This design comes from an exercise in tuning for small area and a short achievable clock period on the open sky130 flow, not from production work. For this run, only the layout was checked, not whether the RTL still works. Power is estimated from default activity; no workload was simulated.

--- config.mk ---
export PLATFORM = sky130hd
export DESIGN_NAME = cordic
export DESIGN_NICKNAME = cordic
export VERILOG_FILES = /design/flow/design.v
export SDC_FILE = /design/flow/constraint.sdc
export NUM_CORES = 4
export LEC_CHECK = 0
export ABC_AREA = 1
export CAP_MARGIN = 20
export CORE_MARGIN = 2
export CORE_UTILIZATION = 60
export CTS_BUF_LIST = sky130_fd_sc_hd__clkbuf_4 sky130_fd_sc_hd__clkbuf_8
export SETUP_SLACK_MARGIN = 2.85
export SLEW_MARGIN = 20
--- constraint.sdc ---
create_clock -name core_clock -period 5.0 [get_ports {clk}]
set_input_delay 1.0000 -clock core_clock [delete_from_list [all_inputs] [get_ports {clk}]]
set_output_delay 1.0000 -clock core_clock [all_outputs]
set_load 0.01 [all_outputs]
--- design.v ---
module cordic (
    input wire signed [31:0] angle,
    input wire clk, reset,
    output wire signed [31:0] x, y
);
reg [2:0] vcnt;
always @(posedge clk)
    if (reset) vcnt <= 3'd0;
    else if (vcnt != 3'd7) vcnt <= vcnt + 3'd1;
wire [15:0] lo = angle[15:0];
wire [12:0] zo;
wire lo_lt16387 = (~lo[15] & ~lo[14]) | (~lo[15] & lo[14] & ~lo[13] & ~lo[12] & ~lo[11] & ~lo[10] & ~lo[9] & ~lo[8] & ~lo[7] & ~lo[6] & ~lo[5] & ~lo[4] & ~lo[3] & ~lo[2] & ~lo[1]) | (~lo[15] & lo[14] & ~lo[13] & ~lo[12] & ~lo[11] & ~lo[10] & ~lo[9] & ~lo[8] & ~lo[7] & ~lo[6] & ~lo[5] & ~lo[4] & ~lo[3] & ~lo[2] & lo[1] & ~lo[0]);
wire lo_lt32769 = (~lo[15]) | (lo[15] & ~lo[14] & ~lo[13] & ~lo[12] & ~lo[11] & ~lo[10] & ~lo[9] & ~lo[8] & ~lo[7] & ~lo[6] & ~lo[5] & ~lo[4] & ~lo[3] & ~lo[2] & ~lo[1] & ~lo[0]);
wire lo_lt49152 = (~lo[15]) | (lo[15] & ~lo[14]);
wire lo_lt17527 = (~lo[15] & ~lo[14]) | (~lo[15] & lo[14] & ~lo[13] & ~lo[12] & ~lo[11] & ~lo[10]) | (~lo[15] & lo[14] & ~lo[13] & ~lo[12] & ~lo[11] & lo[10] & ~lo[9] & ~lo[8] & ~lo[7] & ~lo[6]) | (~lo[15] & lo[14] & ~lo[13] & ~lo[12] & ~lo[11] & lo[10] & ~lo[9] & ~lo[8] & ~lo[7] & lo[6] & ~lo[5]) | (~lo[15] & lo[14] & ~lo[13] & ~lo[12] & ~lo[11] & lo[10] & ~lo[9] & ~lo[8] & ~lo[7] & lo[6] & lo[5] & ~lo[4]) | (~lo[15] & lo[14] & ~lo[13] & ~lo[12] & ~lo[11] & lo[10] & ~lo[9] & ~lo[8] & ~lo[7] & lo[6] & lo[5] & lo[4] & ~lo[3] & ~lo[2]) | (~lo[15] & lo[14] & ~lo[13] & ~lo[12] & ~lo[11] & lo[10] & ~lo[9] & ~lo[8] & ~lo[7] & lo[6] & lo[5] & lo[4] & ~lo[3] & lo[2] & ~lo[1]) | (~lo[15] & lo[14] & ~lo[13] & ~lo[12] & ~lo[11] & lo[10] & ~lo[9] & ~lo[8] & ~lo[7] & lo[6] & lo[5] & lo[4] & ~lo[3] & lo[2] & lo[1] & ~lo[0]);
wire lo_lt8192 = (~lo[15] & ~lo[14] & ~lo[13]);
wire lo_lt24577 = (~lo[15] & ~lo[14]) | (~lo[15] & lo[14] & ~lo[13]) | (~lo[15] & lo[14] & lo[13] & ~lo[12] & ~lo[11] & ~lo[10] & ~lo[9] & ~lo[8] & ~lo[7] & ~lo[6] & ~lo[5] & ~lo[4] & ~lo[3] & ~lo[2] & ~lo[1] & ~lo[0]);
wire lo_lt40960 = (~lo[15]) | (lo[15] & ~lo[14] & ~lo[13]);
wire lo_lt57344 = (~lo[15]) | (lo[15] & ~lo[14]) | (lo[15] & lo[14] & ~lo[13]);
wire lo_lt3362 = (~lo[15] & ~lo[14] & ~lo[13] & ~lo[12] & ~lo[11]) | (~lo[15] & ~lo[14] & ~lo[13] & ~lo[12] & lo[11] & ~lo[10]) | (~lo[15] & ~lo[14] & ~lo[13] & ~lo[12] & lo[11] & lo[10] & ~lo[9] & ~lo[8]) | (~lo[15] & ~lo[14] & ~lo[13] & ~lo[12] & lo[11] & lo[10] & ~lo[9] & lo[8] & ~lo[7] & ~lo[6] & ~lo[5]) | (~lo[15] & ~lo[14] & ~lo[13] & ~lo[12] & lo[11] & lo[10] & ~lo[9] & lo[8] & ~lo[7] & ~lo[6] & lo[5] & ~lo[4] & ~lo[3] & ~lo[2] & ~lo[1]);
wire lo_lt29407 = (~lo[15] & ~lo[14]) | (~lo[15] & lo[14] & ~lo[13]) | (~lo[15] & lo[14] & lo[13] & ~lo[12]) | (~lo[15] & lo[14] & lo[13] & lo[12] & ~lo[11] & ~lo[10] & ~lo[9]) | (~lo[15] & lo[14] & lo[13] & lo[12] & ~lo[11] & ~lo[10] & lo[9] & ~lo[8] & ~lo[7]) | (~lo[15] & lo[14] & lo[13] & lo[12] & ~lo[11] & ~lo[10] & lo[9] & ~lo[8] & lo[7] & ~lo[6]) | (~lo[15] & lo[14] & lo[13] & lo[12] & ~lo[11] & ~lo[10] & lo[9] & ~lo[8] & lo[7] & lo[6] & ~lo[5] & ~lo[4]) | (~lo[15] & lo[14] & lo[13] & lo[12] & ~lo[11] & ~lo[10] & lo[9] & ~lo[8] & lo[7] & lo[6] & ~lo[5] & lo[4] & ~lo[3]) | (~lo[15] & lo[14] & lo[13] & lo[12] & ~lo[11] & ~lo[10] & lo[9] & ~lo[8] & lo[7] & lo[6] & ~lo[5] & lo[4] & lo[3] & ~lo[2]) | (~lo[15] & lo[14] & lo[13] & lo[12] & ~lo[11] & ~lo[10] & lo[9] & ~lo[8] & lo[7] & lo[6] & ~lo[5] & lo[4] & lo[3] & lo[2] & ~lo[1]) | (~lo[15] & lo[14] & lo[13] & lo[12] & ~lo[11] & ~lo[10] & lo[9] & ~lo[8] & lo[7] & lo[6] & ~lo[5] & lo[4] & lo[3] & lo[2] & lo[1] & ~lo[0]);
wire lo_lt36130 = (~lo[15]) | (lo[15] & ~lo[14] & ~lo[13] & ~lo[12] & ~lo[11]) | (lo[15] & ~lo[14] & ~lo[13] & ~lo[12] & lo[11] & ~lo[10]) | (lo[15] & ~lo[14] & ~lo[13] & ~lo[12] & lo[11] & lo[10] & ~lo[9] & ~lo[8]) | (lo[15] & ~lo[14] & ~lo[13] & ~lo[12] & lo[11] & lo[10] & ~lo[9] & lo[8] & ~lo[7] & ~lo[6] & ~lo[5]) | (lo[15] & ~lo[14] & ~lo[13] & ~lo[12] & lo[11] & lo[10] & ~lo[9] & lo[8] & ~lo[7] & ~lo[6] & lo[5] & ~lo[4] & ~lo[3] & ~lo[2] & ~lo[1]);
wire lo_lt62174 = (~lo[15]) | (lo[15] & ~lo[14]) | (lo[15] & lo[14] & ~lo[13]) | (lo[15] & lo[14] & lo[13] & ~lo[12]) | (lo[15] & lo[14] & lo[13] & lo[12] & ~lo[11] & ~lo[10] & ~lo[9]) | (lo[15] & lo[14] & lo[13] & lo[12] & ~lo[11] & ~lo[10] & lo[9] & ~lo[8] & ~lo[7]) | (lo[15] & lo[14] & lo[13] & lo[12] & ~lo[11] & ~lo[10] & lo[9] & ~lo[8] & lo[7] & ~lo[6]) | (lo[15] & lo[14] & lo[13] & lo[12] & ~lo[11] & ~lo[10] & lo[9] & ~lo[8] & lo[7] & lo[6] & ~lo[5] & ~lo[4]) | (lo[15] & lo[14] & lo[13] & lo[12] & ~lo[11] & ~lo[10] & lo[9] & ~lo[8] & lo[7] & lo[6] & ~lo[5] & lo[4] & ~lo[3]) | (lo[15] & lo[14] & lo[13] & lo[12] & ~lo[11] & ~lo[10] & lo[9] & ~lo[8] & lo[7] & lo[6] & ~lo[5] & lo[4] & lo[3] & ~lo[2]) | (lo[15] & lo[14] & lo[13] & lo[12] & ~lo[11] & ~lo[10] & lo[9] & ~lo[8] & lo[7] & lo[6] & ~lo[5] & lo[4] & lo[3] & lo[2] & ~lo[1]);
wire lo_lt13022 = (~lo[15] & ~lo[14] & ~lo[13]) | (~lo[15] & ~lo[14] & lo[13] & ~lo[12]) | (~lo[15] & ~lo[14] & lo[13] & lo[12] & ~lo[11] & ~lo[10] & ~lo[9]) | (~lo[15] & ~lo[14] & lo[13] & lo[12] & ~lo[11] & ~lo[10] & lo[9] & ~lo[8] & ~lo[7]) | (~lo[15] & ~lo[14] & lo[13] & lo[12] & ~lo[11] & ~lo[10] & lo[9] & ~lo[8] & lo[7] & ~lo[6]) | (~lo[15] & ~lo[14] & lo[13] & lo[12] & ~lo[11] & ~lo[10] & lo[9] & ~lo[8] & lo[7] & lo[6] & ~lo[5] & ~lo[4]) | (~lo[15] & ~lo[14] & lo[13] & lo[12] & ~lo[11] & ~lo[10] & lo[9] & ~lo[8] & lo[7] & lo[6] & ~lo[5] & lo[4] & ~lo[3]) | (~lo[15] & ~lo[14] & lo[13] & lo[12] & ~lo[11] & ~lo[10] & lo[9] & ~lo[8] & lo[7] & lo[6] & ~lo[5] & lo[4] & lo[3] & ~lo[2]) | (~lo[15] & ~lo[14] & lo[13] & lo[12] & ~lo[11] & ~lo[10] & lo[9] & ~lo[8] & lo[7] & lo[6] & ~lo[5] & lo[4] & lo[3] & lo[2] & ~lo[1]);
wire lo_lt19747 = (~lo[15] & ~lo[14]) | (~lo[15] & lo[14] & ~lo[13] & ~lo[12] & ~lo[11]) | (~lo[15] & lo[14] & ~lo[13] & ~lo[12] & lo[11] & ~lo[10]) | (~lo[15] & lo[14] & ~lo[13] & ~lo[12] & lo[11] & lo[10] & ~lo[9] & ~lo[8]) | (~lo[15] & lo[14] & ~lo[13] & ~lo[12] & lo[11] & lo[10] & ~lo[9] & lo[8] & ~lo[7] & ~lo[6] & ~lo[5]) | (~lo[15] & lo[14] & ~lo[13] & ~lo[12] & lo[11] & lo[10] & ~lo[9] & lo[8] & ~lo[7] & ~lo[6] & lo[5] & ~lo[4] & ~lo[3] & ~lo[2] & ~lo[1]) | (~lo[15] & lo[14] & ~lo[13] & ~lo[12] & lo[11] & lo[10] & ~lo[9] & lo[8] & ~lo[7] & ~lo[6] & lo[5] & ~lo[4] & ~lo[3] & ~lo[2] & lo[1] & ~lo[0]);
wire lo_lt45790 = (~lo[15]) | (lo[15] & ~lo[14] & ~lo[13]) | (lo[15] & ~lo[14] & lo[13] & ~lo[12]) | (lo[15] & ~lo[14] & lo[13] & lo[12] & ~lo[11] & ~lo[10] & ~lo[9]) | (lo[15] & ~lo[14] & lo[13] & lo[12] & ~lo[11] & ~lo[10] & lo[9] & ~lo[8] & ~lo[7]) | (lo[15] & ~lo[14] & lo[13] & lo[12] & ~lo[11] & ~lo[10] & lo[9] & ~lo[8] & lo[7] & ~lo[6]) | (lo[15] & ~lo[14] & lo[13] & lo[12] & ~lo[11] & ~lo[10] & lo[9] & ~lo[8] & lo[7] & lo[6] & ~lo[5] & ~lo[4]) | (lo[15] & ~lo[14] & lo[13] & lo[12] & ~lo[11] & ~lo[10] & lo[9] & ~lo[8] & lo[7] & lo[6] & ~lo[5] & lo[4] & ~lo[3]) | (lo[15] & ~lo[14] & lo[13] & lo[12] & ~lo[11] & ~lo[10] & lo[9] & ~lo[8] & lo[7] & lo[6] & ~lo[5] & lo[4] & lo[3] & ~lo[2]) | (lo[15] & ~lo[14] & lo[13] & lo[12] & ~lo[11] & ~lo[10] & lo[9] & ~lo[8] & lo[7] & lo[6] & ~lo[5] & lo[4] & lo[3] & lo[2] & ~lo[1]);
wire lo_lt52514 = (~lo[15]) | (lo[15] & ~lo[14]) | (lo[15] & lo[14] & ~lo[13] & ~lo[12] & ~lo[11]) | (lo[15] & lo[14] & ~lo[13] & ~lo[12] & lo[11] & ~lo[10]) | (lo[15] & lo[14] & ~lo[13] & ~lo[12] & lo[11] & lo[10] & ~lo[9] & ~lo[8]) | (lo[15] & lo[14] & ~lo[13] & ~lo[12] & lo[11] & lo[10] & ~lo[9] & lo[8] & ~lo[7] & ~lo[6] & ~lo[5]) | (lo[15] & lo[14] & ~lo[13] & ~lo[12] & lo[11] & lo[10] & ~lo[9] & lo[8] & ~lo[7] & ~lo[6] & lo[5] & ~lo[4] & ~lo[3] & ~lo[2] & ~lo[1]);
wire t_m1298 = (~zo[12] & ~zo[11]) | (~zo[12] & zo[11] & ~zo[10] & ~zo[9]) | (~zo[12] & zo[11] & ~zo[10] & zo[9] & ~zo[8] & ~zo[7]) | (~zo[12] & zo[11] & ~zo[10] & zo[9] & ~zo[8] & zo[7] & ~zo[6]) | (~zo[12] & zo[11] & ~zo[10] & zo[9] & ~zo[8] & zo[7] & zo[6] & ~zo[5]) | (~zo[12] & zo[11] & ~zo[10] & zo[9] & ~zo[8] & zo[7] & zo[6] & zo[5] & ~zo[4] & ~zo[3]) | (~zo[12] & zo[11] & ~zo[10] & zo[9] & ~zo[8] & zo[7] & zo[6] & zo[5] & ~zo[4] & zo[3] & ~zo[2]) | (~zo[12] & zo[11] & ~zo[10] & zo[9] & ~zo[8] & zo[7] & zo[6] & zo[5] & ~zo[4] & zo[3] & zo[2] & ~zo[1]);
wire t_p1298 = (~zo[12]) | (zo[12] & ~zo[11] & ~zo[10]) | (zo[12] & ~zo[11] & zo[10] & ~zo[9] & ~zo[8]) | (zo[12] & ~zo[11] & zo[10] & ~zo[9] & zo[8] & ~zo[7] & ~zo[6] & ~zo[5] & ~zo[4]) | (zo[12] & ~zo[11] & zo[10] & ~zo[9] & zo[8] & ~zo[7] & ~zo[6] & ~zo[5] & zo[4] & ~zo[3] & ~zo[2] & ~zo[1]);
wire t_m1949 = (~zo[12] & ~zo[11]) | (~zo[12] & zo[11] & ~zo[10] & ~zo[9] & ~zo[8] & ~zo[7] & ~zo[6]) | (~zo[12] & zo[11] & ~zo[10] & ~zo[9] & ~zo[8] & ~zo[7] & zo[6] & ~zo[5]) | (~zo[12] & zo[11] & ~zo[10] & ~zo[9] & ~zo[8] & ~zo[7] & zo[6] & zo[5] & ~zo[4] & ~zo[3] & ~zo[2] & ~zo[1]) | (~zo[12] & zo[11] & ~zo[10] & ~zo[9] & ~zo[8] & ~zo[7] & zo[6] & zo[5] & ~zo[4] & ~zo[3] & ~zo[2] & zo[1] & ~zo[0]);
wire t_m647 = (~zo[12] & ~zo[11]) | (~zo[12] & zo[11] & ~zo[10]) | (~zo[12] & zo[11] & zo[10] & ~zo[9] & ~zo[8]) | (~zo[12] & zo[11] & zo[10] & ~zo[9] & zo[8] & ~zo[7] & ~zo[6]) | (~zo[12] & zo[11] & zo[10] & ~zo[9] & zo[8] & ~zo[7] & zo[6] & ~zo[5]) | (~zo[12] & zo[11] & zo[10] & ~zo[9] & zo[8] & ~zo[7] & zo[6] & zo[5] & ~zo[4]) | (~zo[12] & zo[11] & zo[10] & ~zo[9] & zo[8] & ~zo[7] & zo[6] & zo[5] & zo[4] & ~zo[3]) | (~zo[12] & zo[11] & zo[10] & ~zo[9] & zo[8] & ~zo[7] & zo[6] & zo[5] & zo[4] & zo[3] & ~zo[2] & ~zo[1] & ~zo[0]);
wire t_p647 = (~zo[12]) | (zo[12] & ~zo[11] & ~zo[10] & ~zo[9]) | (zo[12] & ~zo[11] & ~zo[10] & zo[9] & ~zo[8] & ~zo[7]) | (zo[12] & ~zo[11] & ~zo[10] & zo[9] & ~zo[8] & zo[7] & ~zo[6] & ~zo[5] & ~zo[4] & ~zo[3] & ~zo[2]) | (zo[12] & ~zo[11] & ~zo[10] & zo[9] & ~zo[8] & zo[7] & ~zo[6] & ~zo[5] & ~zo[4] & ~zo[3] & zo[2] & ~zo[1]) | (zo[12] & ~zo[11] & ~zo[10] & zo[9] & ~zo[8] & zo[7] & ~zo[6] & ~zo[5] & ~zo[4] & ~zo[3] & zo[2] & zo[1] & ~zo[0]);
wire t_p1949 = (~zo[12]) | (zo[12] & ~zo[11] & ~zo[10]) | (zo[12] & ~zo[11] & zo[10] & ~zo[9]) | (zo[12] & ~zo[11] & zo[10] & zo[9] & ~zo[8]) | (zo[12] & ~zo[11] & zo[10] & zo[9] & zo[8] & ~zo[7]) | (zo[12] & ~zo[11] & zo[10] & zo[9] & zo[8] & zo[7] & ~zo[6] & ~zo[5] & ~zo[4]) | (zo[12] & ~zo[11] & zo[10] & zo[9] & zo[8] & zo[7] & ~zo[6] & ~zo[5] & zo[4] & ~zo[3]) | (zo[12] & ~zo[11] & zo[10] & zo[9] & zo[8] & zo[7] & ~zo[6] & ~zo[5] & zo[4] & zo[3] & ~zo[2]) | (zo[12] & ~zo[11] & zo[10] & zo[9] & zo[8] & zo[7] & ~zo[6] & ~zo[5] & zo[4] & zo[3] & zo[2] & ~zo[1] & ~zo[0]);
wire s   = angle[31];
wire h0  = angle[16];
wire zr  = (angle[30:17] == 14'd0);
wire in_r = ~s & zr & ~h0;
wire h1   = ~s & zr & h0;
wire sneg = (~s & ~zr) | (s & zr & ~h0) | (h1 & ~lo_lt17527);
wire spos = s & ~(zr & ~h0);
wire qa = lo_lt16387;
wire qb = ~lo_lt16387 & lo_lt32769;
wire qc = ~lo_lt32769 & lo_lt49152;
wire qd = ~lo_lt49152;
wire selA = ~in_r | qa;
wire d1 = (selA & lo_lt8192) | (in_r & qb & ~lo_lt24577) | (in_r & qc & lo_lt40960) | (in_r & qd & ~lo_lt57344);
wire d2y = (selA & lo_lt3362) | (in_r & qb & ~lo_lt29407) | (in_r & qc & lo_lt36130) | (in_r & qd & ~lo_lt62174);
wire d2n = (selA & lo_lt13022) | (in_r & qb & ~lo_lt19747) | (in_r & qc & lo_lt45790) | (in_r & qd & ~lo_lt52514);
wire d2 = d1 ? d2y : d2n;
wire qb_s = qb & ~lo[15];                    
wire neg = in_r & (qb_s | qd);
wire [2:0] cls = sneg ? 3'b110 : spos ? 3'b111 : h1 ? 3'b101 :
                 (qa ? 3'b000 : qb_s ? 3'b001 : qc ? 3'b010 : qd ? 3'b011 : 3'b100);
reg [14:0] lop_1;
reg [1:0] d_1;
reg [2:0] cls_1;
always @(posedge clk) begin
    lop_1 <= lo[14:0] ^ {15{neg}};
    d_1   <= {d2, d1};
    cls_1 <= cls;
end
wire cin = (cls_1 == 3'b001);
wire [12:0] k3 = d_1[0] ? (d_1[1] ? 13'd7386 : 13'd2274) : (d_1[1] ? 13'd5918 : 13'd806);
reg [12:0] z3_2;
reg [1:0] d_2;
reg [2:0] cls_2;
always @(posedge clk) begin
    z3_2  <= lop_1[12:0] + {12'd0, cin} + k3;
    d_2   <= d_1;
    cls_2 <= cls_1;
end
assign zo = {~z3_2[12], z3_2[11:0]};       
wire d3 = z3_2[12];
wire d4 = d3 ? t_m1298 : t_p1298;
wire d5 = d3 ? (d4 ? t_m1949 : t_m647) : (d4 ? t_p647 : t_p1949);
wire sat = cls_2[2] & cls_2[1];
wire f   = cls_2[2] & (cls_2[1] ^ cls_2[0]);
wire [1:0] q = cls_2[2] ? {cls_2[1] | cls_2[0], 1'b1} : cls_2[1:0];
reg [7:0] code_3, code_4, code_5, code_6, code_7;
always @(posedge clk) begin
    code_3 <= {q, {d5 ^ d4, d4 ^ d3, d3 ^ d_2[1], d_2[1] ^ d_2[0], d_2[0]} & {5{~sat}}, f};
    code_4 <= code_3;
    code_5 <= code_4;
    code_6 <= code_5;
    code_7 <= code_6;
end
wire [9:0] x6, y6, nzx, nzy;
cordic_tab tab (.d(code_7[5:0]), .xo(x6), .yo(y6), .nx(nzx), .ny(nzy));
wire negx = code_7[6] ^ code_7[7];
wire negy = code_7[7] ^ code_7[0];          
wire [9:0] tx = x6 ^ (nzx & {10{negx}});
wire [9:0] ty = y6 ^ (nzy & {10{negy}});
reg [9:0] xr, yr;
always @(posedge clk) begin
    if (reset || vcnt != 3'd7) begin
        xr <= 10'd0;
        yr <= 10'd0;
    end else begin
        xr <= tx;
        yr <= ty;
    end
end
assign x = {{22{xr[9]}}, xr};
assign y = {{22{yr[9]}}, yr};
endmodule
module cordic_tab(d, xo, yo, nx, ny);
  input [5:0] d;
  wire [5:0] d;
  output [9:0] xo;
  wire [9:0] xo;
  output [9:0] yo;
  wire [9:0] yo;
  output [9:0] nx;
  wire [9:0] nx;
  output [9:0] ny;
  wire [9:0] ny;
  wire _000_;
  wire _001_;
  wire _002_;
  wire _003_;
  wire _004_;
  wire _005_;
  wire _006_;
  wire _007_;
  wire _008_;
  wire _009_;
  wire _010_;
  wire _011_;
  wire _012_;
  wire _013_;
  wire _014_;
  wire _015_;
  wire _016_;
  wire _017_;
  wire _018_;
  wire _019_;
  wire _020_;
  wire _021_;
  wire _022_;
  wire _023_;
  wire _024_;
  wire _025_;
  wire _026_;
  wire _027_;
  wire _028_;
  wire _029_;
  wire _030_;
  wire _031_;
  wire _032_;
  wire _033_;
  wire _034_;
  wire _035_;
  wire _036_;
  wire _037_;
  wire _038_;
  wire _039_;
  wire _040_;
  wire _041_;
  wire _042_;
  wire _043_;
  wire _044_;
  wire _045_;
  wire _046_;
  wire _047_;
  wire _048_;
  wire _049_;
  wire _050_;
  wire _051_;
  wire _052_;
  wire _053_;
  wire _054_;
  wire _055_;
  wire _056_;
  wire _057_;
  wire _058_;
  wire _059_;
  wire _060_;
  wire _061_;
  wire _062_;
  wire _063_;
  wire _064_;
  wire _065_;
  wire _066_;
  wire _067_;
  wire _068_;
  wire _069_;
  wire _070_;
  wire _071_;
  wire _072_;
  wire _073_;
  wire _074_;
  wire _075_;
  wire _076_;
  wire _077_;
  wire _078_;
  wire _079_;
  wire _080_;
  wire _081_;
  wire _082_;
  wire _083_;
  wire _084_;
  wire _085_;
  wire _086_;
  wire _087_;
  wire _088_;
  wire _089_;
  wire _090_;
  wire _091_;
  wire _092_;
  wire _093_;
  wire _094_;
  wire _095_;
  wire _096_;
  wire _097_;
  wire _098_;
  wire _099_;
  wire _100_;
  wire _101_;
  wire _102_;
  wire _103_;
  wire _104_;
  wire _105_;
  wire _106_;
  wire _107_;
  wire _108_;
  wire _109_;
  wire _110_;
  wire _111_;
  wire _112_;
  wire _113_;
  wire _114_;
  wire _115_;
  wire _116_;
  wire _117_;
  wire _118_;
  wire _119_;
  wire _120_;
  wire _121_;
  wire _122_;
  wire _123_;
  wire _124_;
  wire _125_;
  wire _126_;
  wire _127_;
  wire _128_;
  wire _129_;
  wire _130_;
  wire _131_;
  wire _132_;
  wire _133_;
  wire _134_;
  wire _135_;
  wire _136_;
  wire _137_;
  wire _138_;
  assign xo[6] = 4'he >> { _020_, _023_ };
  assign _024_ = 4'h4 >> { _112_, d[4] };
  assign _025_ = 4'h4 >> { d[5], _024_ };
  assign _026_ = 4'h8 >> { d[4], _009_ };
  assign _027_ = 4'he >> { _136_, _026_ };
  assign _028_ = 4'h4 >> { _025_, _027_ };
  assign _029_ = 4'h1 >> { _131_, _005_ };
  assign _030_ = 4'h1 >> { _029_, d[4] };
  assign _031_ = 4'h1 >> { _030_, d[5] };
  assign _032_ = 4'h4 >> { _031_, _118_ };
  assign xo[5] = 4'he >> { _028_, _032_ };
  assign _033_ = 4'h6 >> { d[3], _089_ };
  assign _034_ = 4'h1 >> { _033_, d[4] };
  assign _035_ = 4'h8 >> { _101_, _112_ };
  assign _036_ = 4'he >> { _034_, _035_ };
  assign _037_ = 4'h1 >> d[1:0];
  assign _038_ = 4'h4 >> { d[2], _037_ };
  assign _039_ = 4'h4 >> { _096_, _038_ };
  assign _040_ = 4'he >> { _118_, _039_ };
  assign xo[4] = 8'hac >> { d[5], _040_, _036_ };
  assign _041_ = 4'h4 >> { _131_, _038_ };
  assign _042_ = 4'h4 >> { _094_, _041_ };
  assign _043_ = 4'h4 >> { d[4], d[1] };
  assign _044_ = 4'he >> { _092_, _043_ };
  assign _045_ = 4'h4 >> { d[4], _091_ };
  assign _046_ = 4'hb >> { d[5], _098_ };
  assign _047_ = 4'he >> { _045_, _046_ };
  assign _048_ = 4'h4 >> { _044_, _047_ };
  assign xo[3] = 4'he >> { _042_, _048_ };
  assign _049_ = 4'hb >> { _091_, d[3] };
  assign _050_ = 4'h1 >> { _049_, d[0] };
  assign _051_ = 4'h4 >> { d[0], d[2] };
  assign _052_ = 4'h4 >> { d[3], _037_ };
  assign _053_ = 4'h4 >> { _052_, _051_ };
  assign _054_ = 4'hb >> { d[4], _053_ };
  assign _055_ = 4'he >> { _050_, _054_ };
  assign _056_ = 4'h1 >> { _001_, _051_ };
  assign _057_ = 4'h4 >> { _056_, _029_ };
  assign _058_ = 4'h4 >> { _055_, _057_ };
  assign _059_ = 4'h1 >> { _058_, d[5] };
  assign _060_ = 4'hb >> { d[5], _043_ };
  assign _061_ = 4'h4 >> { _104_, _060_ };
  assign xo[2] = 4'he >> { _059_, _061_ };
  assign _062_ = 4'h8 >> { d[3], _129_ };
  assign _063_ = 4'he >> { _098_, _062_ };
  assign _064_ = 8'hca >> { d[4], _063_, _112_ };
  assign _065_ = 4'h1 >> { _129_, d[4] };
  assign _066_ = 4'h1 >> { _065_, d[0] };
  assign _067_ = 4'h4 >> { d[0], d[4] };
  assign _068_ = 4'h4 >> { _067_, _062_ };
  assign _069_ = 4'he >> { _066_, _068_ };
  assign xo[1] = 8'hac >> { d[5], _069_, _064_ };
  assign _070_ = 4'he >> { _089_, _002_ };
  assign nx[1] = 4'h4 >> { _006_, _070_ };
  assign _071_ = 8'hca >> { d[4], _063_, _117_ };
  assign _072_ = 4'h4 >> { _029_, d[4] };
  assign _073_ = 4'h4 >> { _045_, _112_ };
  assign _074_ = 4'he >> { _072_, _073_ };
  assign yo[4] = 8'hca >> { d[5], _074_, _071_ };
  assign _075_ = 4'he >> { _010_, _015_ };
  assign _076_ = 4'h4 >> { _049_, _075_ };
  assign _077_ = 4'he >> { _126_, _022_ };
  assign yo[6] = 4'he >> { _076_, _077_ };
  assign _078_ = 4'h4 >> { d[4], _063_ };
  assign _079_ = 4'he >> { _034_, _078_ };
  assign _080_ = 8'h6a >> { _049_, d[4], _112_ };
  assign yo[5] = 8'hca >> { d[5], _080_, _079_ };
  assign ny[6] = 4'hb >> { _062_, _010_ };
  assign _081_ = 4'h8 >> { _132_, _011_ };
  assign _082_ = 4'h8 >> { _091_, _124_ };
  assign _083_ = 4'h4 >> { _014_, _018_ };
  assign _084_ = 4'he >> { _082_, _083_ };
  assign yo[7] = 4'he >> { _081_, _084_ };
  assign _085_ = 4'h8 >> { d[4], _117_ };
  assign _086_ = 4'hb >> { _021_, d[3] };
  assign ny[3] = 8'h5c >> { d[5], _086_, _085_ };
  assign ny[4] = 4'he >> { _089_, ny[3] };
  assign _087_ = 4'h7 >> { d[2], _108_ };
  assign nx[6] = 4'he >> { _010_, _087_ };
  assign _088_ = 8'hca >> { d[5], _085_, _021_ };
  assign ny[2] = 4'h4 >> { _086_, _088_ };
  assign _089_ = 4'h4 >> { d[1], d[2] };
  assign _090_ = 4'h4 >> d[2:1];
  assign _091_ = 4'h1 >> { _089_, _090_ };
  assign _092_ = 4'h7 >> { d[3], _091_ };
  assign _093_ = 4'h1 >> d[3:2];
  assign _094_ = 4'h1 >> { _093_, d[5] };
  assign _095_ = 4'h8 >> { _092_, _094_ };
  assign _096_ = 4'h4 >> { d[3], d[4] };
  assign _097_ = 4'h7 >> { _091_, _096_ };
  assign _098_ = 4'h1 >> { _091_, d[3] };
  assign _099_ = 4'h8 >> { d[4], _089_ };
  assign _100_ = 4'he >> { _098_, _099_ };
  assign _101_ = 4'h4 >> { _097_, _100_ };
  assign _102_ = 4'h4 >> { d[5], _101_ };
  assign yo[3] = 4'he >> { _095_, _102_ };
  assign _103_ = 4'h8 >> { d[4], d[2] };
  assign _104_ = 4'hb >> { d[3], _103_ };
  assign _105_ = 4'h8 >> { d[4], d[1] };
  assign _106_ = 4'h4 >> { _104_, _105_ };
  assign _107_ = 4'hb >> { d[5], _106_ };
  assign _108_ = 4'h4 >> { d[3], d[1] };
  assign _109_ = 4'hb >> { d[4], _098_ };
  assign _110_ = 4'he >> { _108_, _109_ };
  assign _111_ = 4'h4 >> { d[1], d[3] };
  assign _112_ = 4'h1 >> { _108_, _111_ };
  assign _113_ = 4'h1 >> { _112_, d[4] };
  assign _114_ = 4'h4 >> { _113_, d[2] };
  assign _115_ = 4'he >> { d[5], _114_ };
  assign _116_ = 4'h4 >> { _110_, _115_ };
  assign yo[2] = 4'h4 >> { _107_, _116_ };
  assign _117_ = 4'h4 >> { d[3], _090_ };
  assign _118_ = 4'h1 >> { _117_, _109_ };
  assign _119_ = 4'hb >> { d[5], _113_ };
  assign _120_ = 4'he >> { _118_, _119_ };
  assign _121_ = 4'h1 >> { d[4], d[5] };
  assign _122_ = 4'h4 >> { _121_, _090_ };
  assign yo[1] = 4'h4 >> { _120_, _122_ };
  assign _123_ = 4'h1 >> { d[1], d[2] };
  assign ny[1] = 4'h4 >> { _110_, _123_ };
  assign _124_ = 4'h4 >> { d[4], d[5] };
  assign _125_ = 4'h1 >> { _124_, d[3] };
  assign yo[9] = 4'h8 >> { _089_, _125_ };
  assign yo[8] = 4'hb >> { d[1], _125_ };
  assign _126_ = 4'h4 >> { _089_, d[4] };
  assign _127_ = 4'h4 >> { _126_, d[0] };
  assign _128_ = 4'h4 >> { _127_, d[3] };
  assign _129_ = 4'h8 >> { d[1], d[2] };
  assign _130_ = 4'hb >> { d[4], _129_ };
  assign _131_ = 4'h4 >> { d[3], _123_ };
  assign _132_ = 4'hb >> { _131_, _130_ };
  assign nx[4] = 8'hc5 >> { d[5], _132_, _128_ };
  assign _133_ = 4'h4 >> { d[3], _130_ };
  assign _134_ = 4'h4 >> { d[5], _133_ };
  assign _135_ = 4'h1 >> { _128_, d[5] };
  assign _136_ = 4'h8 >> { d[4], _108_ };
  assign _137_ = 4'h8 >> { _038_, _136_ };
  assign _138_ = 4'h4 >> { _135_, _137_ };
  assign nx[3] = 4'he >> { _134_, _138_ };
  assign _000_ = 4'h4 >> { d[2], d[0] };
  assign _001_ = 4'he >> { d[4], _000_ };
  assign _002_ = 4'h4 >> { _111_, _001_ };
  assign _003_ = 4'h4 >> { _134_, _002_ };
  assign _004_ = 4'h1 >> { _127_, d[5] };
  assign _005_ = 4'h4 >> { _123_, d[3] };
  assign _006_ = 4'he >> { _130_, _005_ };
  assign _007_ = 4'h4 >> { d[0], _006_ };
  assign _008_ = 4'h4 >> { _004_, _007_ };
  assign nx[2] = 4'he >> { _003_, _008_ };
  assign xo[9] = 4'h8 >> { _123_, _125_ };
  assign xo[8] = 4'he >> { d[1], _125_ };
  assign _009_ = 4'h4 >> { d[2], d[3] };
  assign _010_ = 4'h7 >> { d[4], d[5] };
  assign _011_ = 4'h1 >> { _009_, _010_ };
  assign _012_ = 4'h8 >> { _092_, _011_ };
  assign _013_ = 4'h4 >> { _124_, _091_ };
  assign _014_ = 4'h1 >> { _009_, d[4] };
  assign _015_ = 4'h4 >> { _108_, d[2] };
  assign _016_ = 4'h4 >> { _014_, _015_ };
  assign _017_ = 4'he >> { _013_, _016_ };
  assign xo[7] = 4'he >> { _012_, _017_ };
  assign _018_ = 4'h8 >> { d[3], _089_ };
  assign _019_ = 4'h1 >> { _010_, _018_ };
  assign _020_ = 4'h4 >> { _019_, _098_ };
  assign _021_ = 4'h4 >> { _123_, d[4] };
  assign _022_ = 4'h8 >> { d[2], _124_ };
  assign _023_ = 4'he >> { _021_, _022_ };
  assign { ny[9:7], ny[5], ny[0] } = { 3'h7, ny[4], 1'h0 };
  assign { nx[9:7], nx[5], nx[0] } = { 3'h7, nx[4], 1'h0 };
  assign yo[0] = ny[1];
  assign xo[0] = nx[1];
endmodule
--- flow/run.sh ---
#!/bin/bash
# Standard ORFS layout, except that the port buffers are plain buffers
# (buf_1) instead of the delay cells buffer_ports picks by default.
set -euo pipefail
export BUFFER_PORTS_ARGS="-buffer_cell sky130_fd_sc_hd__buf_1"
bash standard.sh finish > flow_standard.log 2>&1
--- standard.sh ---
#!/bin/bash
# synth_recipe.tcl (not shown) runs the flow's synth.tcl, then flattens the netlist and writes it again
# the make line also repeats each setting of config.mk as NAME=value (left out here)
make -C /OpenROAD-flow-scripts/flow DESIGN_CONFIG=/design/flow/config.mk WORK_HOME=/design/flow/orfs CLKGATE_MAP_FILE= SYNTH_SCRIPT=/design/flow/synth_recipe.tcl "${@:-finish}"
==> results.txt <==
metal layers:
layer  global-route usage (%)  vias to the layer above  share of wire (%)
met5                        0                        -                  0
met4                    8.547                        0                2.3
met3                    4.532                       22                5.5
met2                    40.80                      161                 51
met1                    26.47                     1945                 41
li1                         -                     2253                  -
worst max-delay path, delay by kind of cell (launching register included):
family	cells	cell delay, ps
adders and majority gates	2	580
DFF	1	550
AOI/OAI and AO/OA	4	420
and+or+nand+nor	1	330
buffers and inverters	1	130
per-stage QoR:
stage	utilization (%)	instances	total power, mW	setup slack [ps]
final	65.07	843	1.556	2890
after global placement	61.98	824	1.073	2514
after CTS	64.34	840	1.573	2737
after detailed placement	61.98	824	1.081	2554
after floorplan	-	674	1.026	2884
after global routing	65.07	843	1.647	2772
registers in the layout, summed over array words and instances, names as in the netlist, 8 cells and up:
signal	cells
lop_1	13
code_6	8
yr	10
xr	10
code_7	8
code_3	8
code_4	8
z3_2	13
code_5	8
cells in the final DEF, fill, tap and decap left out, drive strengths merged, types with 4 or more instances in the layout:
| master | instances |
|---|---|
| a21oi | 44 |
| ha | 26 |
| nand3 | 34 |
| clkinv | 4 |
| nand4 | 9 |
| xnor2 | 9 |
| dfxtp | 99 |
| nor3 | 7 |
| nor2 | 98 |
| o21ai | 41 |
| buf | 100 |
| inv | 71 |
| clkbuf | 10 |
| xor2 | 21 |
| nand2 | 129 |
layout make-up:
class | count | area [um^2]
Clock buffer | 9 | 123.9
Clock inverter | 7 | 68.82
Sequential cell | 99 | 1996
Fill cell | 779 | 3002
Timing Repair Buffer | 101 | 407.9
Inverter | 69 | 265.3
Multi-Input combinational cell | 450 | 2595
Tap cell | 108 | 135.1
final timing paths:
path,start,endpoint,slack (ps),depth (start not counted)
setup reg to reg,code_7[3],yr[5],2890,8
hold reg to reg,code_6[1],code_7[1],310,0
setup / recovery,code_7[3],yr[5],2890,8
hold / removal,code_6[1],code_7[1],310,0
where the power goes:
part	switching, mW	leakage (nW)	internal (mW)
logic	0.135	1.57	0.0830
clock network	0.295	0.0980	0.194
registers	0.0260	0.816	0.823
total	0.456	2.49	1.10
cell families (layout without fill, tap and decap cells):
family	count (synthesis)	count (layout)	synth area share [%]
flops	99	99	37.83
compound gates	107	107	11.68
simple gates	287	287	24.98
xor+xnor	30	30	6.305
fa+ha+maj	26	26	6.210
buf+inv	125	186	12.99
what timing repair did:
action / 4_1_cts / 5_1_grt
endpoints found under the setup margin: 53 / 69
hold buffers: 0 / 0
pin swaps: 0 / 2
resized for setup: 5 / 11
buffers inserted: 0 / 3
==> results.txt <==
Setup violations, final=0; first-pass GRT wire length=17760 um; status=timing/DRC/antenna clean; Worst EP arrival=2370 ps; drt via density=5.197; VDD IR max=0.1264 mV; FP Rows=34; unrepaired setup endpoints after global routing=true; library cells used by synthesis=49; Clock Tree Root=clkbuf_8; Synth top cells by count=nand2_1, dfxtp_1, nor2_1; most frequent cell after synthesis=nand2_1; min-delay worst type=reg -> reg; final instance area=5592 um^2; Power per Cell Area=278.3 nW/um^2; # IOs=98; Worst setup SP type=flop; Slew HR=49.29%; Final Critical Period=2110 ps; Clock Pin Slew Worst Setup and Hold Paths=110 ps; final critical-path share of the clock period=42.20%; Synth-to-Final Area Change=6.735%; Synth Instances=674; die area=9495 um^2; H-Tree Depth=3; CP max-delay cell=dfxtp_2; Die Y=97.44 um; synthesized flop and latch total=99; final hold vios=0; Slew Limit Fails=0; Placed Area=5326 um^2; Synthesized Nets=734; clock buffer depth=2; antenna-violating nets left=0; Clk Latency, worst-skew pair=360 ps; share of the synthesized area in the top cell type=37.83%; final hold slack=313.1 ps; ratio of cells with drive above 1 in the final layout=9.660%; CP peak stage delay=550 ps; register area share after synthesis=37.83%; diodes inserted=0; GP Congestion=0.9708; cell taking the most area after synthesis=dfxtp_1; ys async rst share=0%; Critical Path Fanout Max=13; kind of critical path=reg -> reg; TritonCTS clock tree=built; Req. time, crit path=5260 ps; Initial Utilization=60.96%; Worst-Margin Slew=755.2 ps; syn_area_per_cell=7.773 um^2; Post-synth EDFFs=0; synth top area cells=dfxtp_1, nand2_1, buf_4, ha_1, nor2_1; First-pass DRT Iterations=4; final setup TNS=0 ps; vias in the first global route=4058; fmax=473.9 MHz; crit end category=flop; CORE AREA=8593 um^2; Port Buffers=97; residual DRC count=0; max-cap violations=0; Yosys Warn Count=1; total number of vias=4381; critical-path cell list=ha_1 > inv_1 > ha_1 > o21ai_0 > a21oi_1 > or3_1 > o21ai_0 > a21oi_1; clk sinks=99; worst clock skew=14.18 ps; largest net degree at the start of global routing=24; grt ovf=0; fin nets=790; GRT Util Overall=22.65%; DP HPWL=8272 um; Num CTS Buffers=9; Die W=97.44 um; initial antenna violation count=0; final WL=10750 um; post-DR wirelength/cell=12.75 um; drt initial violations=217; Cell Area, Synth=5239 um^2; Main synth FF type=dfxtp_1; Lkg Pwr=2.489 nW

==> separate check: timing with driven ports <==
The flow's constraints put no driver on any port. The routed layout listed below was extracted and timed again, unchanged, in two steps. Step 1 assumes that a clkbuf_16 drives the clock port and a buf_2 every other input. Step 2 also shifts input and output timing later by t, the mid clock arrival at the registers, as if the neighbouring blocks saw the same clock. a / b / c = ideal ports / drivers / drivers and shift; a / b = the first two.
shift t [ns]: 0.388
slack for setup (ns): 2.890 / 2.890 / 2.583
worst register clock-pin slew, ns: 0.11 / 0.11
pins driven straight from the clock port: 1
After both steps setup and hold are still met in this run. The setup slack of this run moves by 0.000 ns with the drivers and by -0.307 ns with both steps.
